This design comes from an exercise in tuning for small area and a short achievable clock period on the open sky130 flow, not from production work.
RTL that was checked went through simulation tests only; none was proved equivalent to the original.

Design IIR, start of the top module:
module IIR
          (clk,
           reset,
           clk_enable,
           In1,
           ce_out,
           Out1);
  input   clk;
  input   reset;
  input   clk_enable;
  input   [15:0] In1;   
  output  ce_out;
  output  [15:0] Out1;   
  reg  [15:0] s;      
  reg  [16:0] t;      
  reg  [15:0] r;      
  reg         rnz;    
  reg  [15:0] vr;     
  reg         vn;     
  reg  [15:0] o;      
  wire [10:0] In1s = In1[15:5];
  wire [10:0] In1s_n = ~In1s;
  wire [15:0] s_n = ~s;
  wire [15:0] vr_n = ~vr;
  wire m_s1, m_c2;
  IIR_ha um_s1 (.a(s[13]), .b(s[11]), .s(m_s1), .co(m_c2));
  wire m_s3, m_c4;
  IIR_fa um_s3 (.a(s[14]), .b(s[12]), .c(s[7]), .s(m_s3), .co(m_c4));
  wire m_s5, m_c6;
  IIR_ha um_s5 (.a(t[1]), .b(s_n[9]), .s(m_s5), .co(m_c6));
  wire m_s7, m_c8;
  IIR_fa um_s7 (.a(s[13]), .b(s[8]), .c(s[0]), .s(m_s7), .co(m_c8));
  wire m_s9, m_c10;
  IIR_fa um_s9 (.a(t[2]), .b(s_n[15]), .c(s_n[10]), .s(m_s9), .co(m_c10));
  ...
==> flow/config.mk <==
export PLATFORM = sky130hd
export DESIGN_NAME = IIR
export DESIGN_NICKNAME = IIR
export VERILOG_FILES = /design/flow/design.v
export SDC_FILE = /design/flow/constraint.sdc
export NUM_CORES = 4
export LEC_CHECK = 0
export CAP_MARGIN = 20
export CORE_MARGIN = 2
export CORE_UTILIZATION = 40
export SLEW_MARGIN = 20
export SYNTH_HIERARCHICAL = 1
export SYNTH_MINIMUM_KEEP_SIZE = 0
==> flow/constraint.sdc <==
create_clock -name core_clock -period 10.0 [get_ports {clk}]
set_input_delay 2.0000 -clock core_clock [delete_from_list [all_inputs] [get_ports {clk}]]
set_output_delay 2.0000 -clock core_clock [all_outputs]
set_load 0.01 [all_outputs]
standard.sh (not shown) runs the stock make flow with config.mk's settings and CLKGATE_MAP_FILE= SYNTH_SCRIPT=/design/flow/synth_recipe.tcl, a recipe that flattens the netlist after the stock synthesis.
==> flow/flow/run.sh <==
#!/bin/bash
# Standard ORFS layout, with port buffers of a plain buffer cell and timing
# repair aimed below the clock period (the SDC is unchanged).
set -euo pipefail
bash standard.sh SETUP_SLACK_MARGIN=5.3 "BUFFER_PORTS_ARGS=-buffer_cell sky130_fd_sc_hd__buf_2" finish > flow_make.log 2>&1
The baseline went through all stages and came out clean.
Then changed:
==> flow/flow/run.sh (replaced) <==
#!/bin/bash
# Standard ORFS layout, with port buffers of a plain buffer cell and timing
# repair aimed below the clock period (the SDC is unchanged).
set -euo pipefail
bash standard.sh SETUP_SLACK_MARGIN=5.3 "BUFFER_PORTS_ARGS=-buffer_cell sky130_fd_sc_hd__buf_2"  finish > flow_make.log 2>&1
Settings changed: ABC_AREA set to 1, TNS_END_PERCENT set to 0.
Outcome: Global-route usage fell by 0.31 points. Die area climbs by 9.4%. Synthesized cell count rises by 42%. Area after synthesis went up by 9.7%. Setup slack improved by 0.29 ns. Sequential cell count stays the same. Core utilization went down by 3.1 points.
Then changed:
==> flow/flow/run.sh (replaced) <==
#!/bin/bash
# Standard ORFS layout, with port buffers of a plain buffer cell and timing
# repair aimed below the clock period (the SDC is unchanged).
set -euo pipefail
bash standard.sh SETUP_SLACK_MARGIN=5.6 "BUFFER_PORTS_ARGS=-buffer_cell sky130_fd_sc_hd__buf_2"  finish > flow_make.log 2>&1
Settings changed: ABC_AREA 1 to not set.
Effect:
- routed wire length went down by roughly a tenth
- worst hold slack is about the same
- clock-buffer cell count goes down by 1
- setup slack got worse by 0.35 ns
- fmax came out lower by a little under a tenth
- design area came out lower by a few percent
- die area decreases by a little under a tenth
- utilization rises by 0.88 points
- area after synthesis goes down by a little under a tenth
Then changed:
==> flow/flow/run.sh (replaced) <==
#!/bin/bash
# Standard ORFS layout, with port buffers of a plain buffer cell and timing
# repair aimed below the clock period (the SDC is unchanged).
set -euo pipefail
bash standard.sh SETUP_SLACK_MARGIN=5.3 "BUFFER_PORTS_ARGS=-buffer_cell sky130_fd_sc_hd__buf_2" finish > flow_make.log 2>&1
Settings changed: CORE_UTILIZATION 40 to 65.
Die area falls by 38%. Utilization rises by 30 points. Worst setup slack is better by 0.020 ns. Hold slack improves by 0.0041 ns. Via count went up by 6.7%. Non-clock buffer count is higher by 14. Wire length goes up by 8.9%. Final area increases by 0.63%.

* * *

run 1:
Starting RTL as in the previous note.
## IIR
module IIR
          (clk,
           reset,
           clk_enable,
           In1,
           ce_out,
           Out1);
==> flow/config.mk <==
export PLATFORM = sky130hd
export DESIGN_NAME = IIR
export DESIGN_NICKNAME = IIR
export VERILOG_FILES = /design/flow/design.v
export SDC_FILE = /design/flow/constraint.sdc
export NUM_CORES = 4
export LEC_CHECK = 0
export CAP_MARGIN = 20
export CORE_MARGIN = 2
export CORE_UTILIZATION = 40
export SLEW_MARGIN = 20
export SYNTH_HIERARCHICAL = 1
export SYNTH_MINIMUM_KEEP_SIZE = 0
export TNS_END_PERCENT = 0
==> flow/constraint.sdc <==
create_clock -name core_clock -period 10.0 [get_ports {clk}]
set_input_delay 2.0000 -clock core_clock [delete_from_list [all_inputs] [get_ports {clk}]]
set_output_delay 2.0000 -clock core_clock [all_outputs]
set_load 0.01 [all_outputs]
==> flow/flow/run.sh <==
#!/bin/bash
# Standard ORFS layout, with port buffers of a plain buffer cell and timing
# repair aimed below the clock period (the SDC is unchanged).
set -euo pipefail
bash standard.sh SETUP_SLACK_MARGIN=5.6 "BUFFER_PORTS_ARGS=-buffer_cell sky130_fd_sc_hd__buf_2" ABC_AREA=1 finish > flow_make.log 2>&1
Run 1: full flow OK, the timing, DRC and antenna checks passed
## Diff of input files: run 2 against run 1
==> flow/flow/run.sh <==
#!/bin/bash
# Standard ORFS layout, with port buffers of a plain buffer cell and timing
# repair aimed below the clock period (the SDC is unchanged).
set -euo pipefail
bash standard.sh SETUP_SLACK_MARGIN=5.3 "BUFFER_PORTS_ARGS=-buffer_cell sky130_fd_sc_hd__buf_2" MATCH_CELL_FOOTPRINT=0 finish > flow_make.log 2>&1
Findings:
Compared with run 1, run 2 shows non-clock buffer count lower by 6.
Of the two candidates, run 1 has the worse die area and run 2 the better one.
Run 2 vs run 1 on number of antenna violations at the first check in global routing: run 2 is the lower one.
Against run 1, run 2 reports a synthesized cell count that is lower.
The following lists how run 3 was set up differently from run 2:
- TNS_END_PERCENT removed (was 0)
==> flow/flow/run.sh <==
#!/bin/bash
# Standard ORFS layout, with port buffers of a plain buffer cell and timing
# repair aimed below the clock period (the SDC is unchanged).
set -euo pipefail
bash standard.sh SETUP_SLACK_MARGIN=5.6 "BUFFER_PORTS_ARGS=-buffer_cell sky130_fd_sc_hd__buf_2" finish > flow_make.log 2>&1
[summary]
- Reported for run 3 and run 2, overall die area turned out identical to the last digit.
- Against run 2 as the reference, run 3 delivers a higher layout cell share with drive strength beyond 1.
- Taking run 2 as the reference point, the weighted congestion at the end of routability-driven global placement of run 3 falls by 0.34%.
- Total length of routed met3 wires (run 3 over run 2): increase, about 90%
> inputs changed (run 3 -> run 4)
- TNS_END_PERCENT: unset -> 0
==> flow/flow/run.sh <==
#!/bin/bash
# Standard ORFS layout, with port buffers of a plain buffer cell and timing
# repair aimed below the clock period (the SDC is unchanged).
set -euo pipefail
bash standard.sh SETUP_SLACK_MARGIN=5.3 "BUFFER_PORTS_ARGS=-buffer_cell sky130_fd_sc_hd__buf_2" finish > flow_make.log 2>&1
Findings:
The time the final worst path needs with I/O delays and setup number comes out lower for run 3 vs run 4.
Diff run 4 and run 3: final non-filler cell area higher in run 3
Final weighted congestion in routability-driven placement: run 4 and run 3 compared, lower one is run 3
Higher number of global-route vias before repair among run 4 and run 3: run 3

* * *

Setup of the previous run:
IIR, a different RTL version from the one above (not shown whole).
Size: roughly 83 flip-flops, roughly 0.011 sq mm of cells after synthesis.
clock: 10.0 ns
lec_check: 0
cap_margin: 20
core_margin: 2
core_utilization: 40
setup_slack_margin: 5
slew_margin: 20
synth_hierarchical: 1
synth_minimum_keep_size: 0
run.sh (not shown) runs the stock make flow with config.mk's settings and CLKGATE_MAP_FILE= SYNTH_SCRIPT=/design/flow/synth_recipe.tcl, a recipe that flattens the netlist after the stock synthesis.
Stock flow here: none of the scripts above is used.
diff inputs: the previous run => the current run
-- flow/config.mk --
<<< the previous run, line 10
export CORE_UTILIZATION = 40
>>> the current run, line 10
export CORE_UTILIZATION = 65
Notes after the runs:
The current run completed; timing, DRC and antenna clean
Relative to the previous run, the die boundary width of the current run is lower by about 20%.
From the previous run to the current run the numbers moved as follows: relative area change from synthesis to final layout now sits lower; die area has decreased; detail-routed via count per cell shows an increase of about 14%.
Comparing the previous run with the current run, the upper clock frequency limit came out essentially unchanged.
The current run — global-route wire length before repair about 0.6% higher, the previous run as reference

* * *

== lane 1 ==
Another version of the RTL of IIR (not shown whole).
Size in the first run: ~83 flip-flops, roughly 36 I/O pins, ~11000 um2 of cells after synthesis.
==> flow/config.mk <==
export PLATFORM = sky130hd
export DESIGN_NAME = IIR
export DESIGN_NICKNAME = IIR
export VERILOG_FILES = /design/flow/design.v
export SDC_FILE = /design/flow/constraint.sdc
export NUM_CORES = 4
export LEC_CHECK = 0
export CAP_MARGIN = 20
export CORE_MARGIN = 2
export CORE_UTILIZATION = 40
export SETUP_SLACK_MARGIN = 5
export SLEW_MARGIN = 20
export SYNTH_HIERARCHICAL = 1
export SYNTH_MINIMUM_KEEP_SIZE = 0
==> flow/constraint.sdc <==
create_clock -name core_clock -period 10.0 [get_ports {clk}]
set_input_delay 2.0000 -clock core_clock [delete_from_list [all_inputs] [get_ports {clk}]]
set_output_delay 2.0000 -clock core_clock [all_outputs]
set_load 0.01 [all_outputs]
What lane 2 does differently from lane 1 at the input level:
- SETUP_SLACK_MARGIN: 5 -> unset
==> comparison <==
Diff lane 1 -> lane 2: area added between synthesis and finish now smaller; final-stage net count went down by 79; post-route fraction of the period consumed by the critical path shows an increase of 11 points; clock distribution area overhead in the final layout saw little to no change.
Start point of the critical path = s[14]: lane 1; start point of the critical path = s[5]: lane 2
Function was not checked in any run of this note: the RTL went through the layout flow alone.

port drivers added, routing unchanged:
No port has a modelled driver above. Below, the same layouts with a new extraction and two added sets of constraints. Step 1 assumes that a clkbuf_16 drives the clock port and a buf_2 every other input. Step 2, shift: input delay + t, output delay - t, t = (earliest + latest rising clock arrival at the registers) / 2. This alone moves slack from input paths to output paths. Three values: ideal ports, drivers, drivers and shift; two values: the first two.
run	t (ns)	setup slack, ns	slew at the worst register clock pin (ns)
the first run of note 1	0.397	5.140 / 5.140 / 5.140	0.08 / 0.08
the second run of note 1	0.396	5.427 / 5.427 / 5.427	0.07 / 0.07
the third run of note 1	0.392	5.076 / 5.076 / 5.076	0.07 / 0.07
the fourth run of note 1	0.401	5.096 / 5.096 / 5.096	0.07 / 0.07
run 1	0.395	5.484 / 5.484 / 5.484	0.07 / 0.07
run 2	0.392	5.076 / 5.076 / 5.076	0.07 / 0.07
run 3	0.394	5.146 / 5.146 / 5.146	0.08 / 0.08
run 4	0.392	5.076 / 5.076 / 5.076	0.07 / 0.07
the previous run	0.400	4.718 / 4.718 / 4.718	0.08 / 0.08
the current run	0.394	4.710 / 4.710 / 4.710	0.07 / 0.07
lane 1	0.386	4.998 / 4.998 / 4.998	0.07 / 0.07
lane 2	0.392	3.865 / 3.865 / 3.865	0.07 / 0.07
After both steps setup and hold are still met in every run listed.
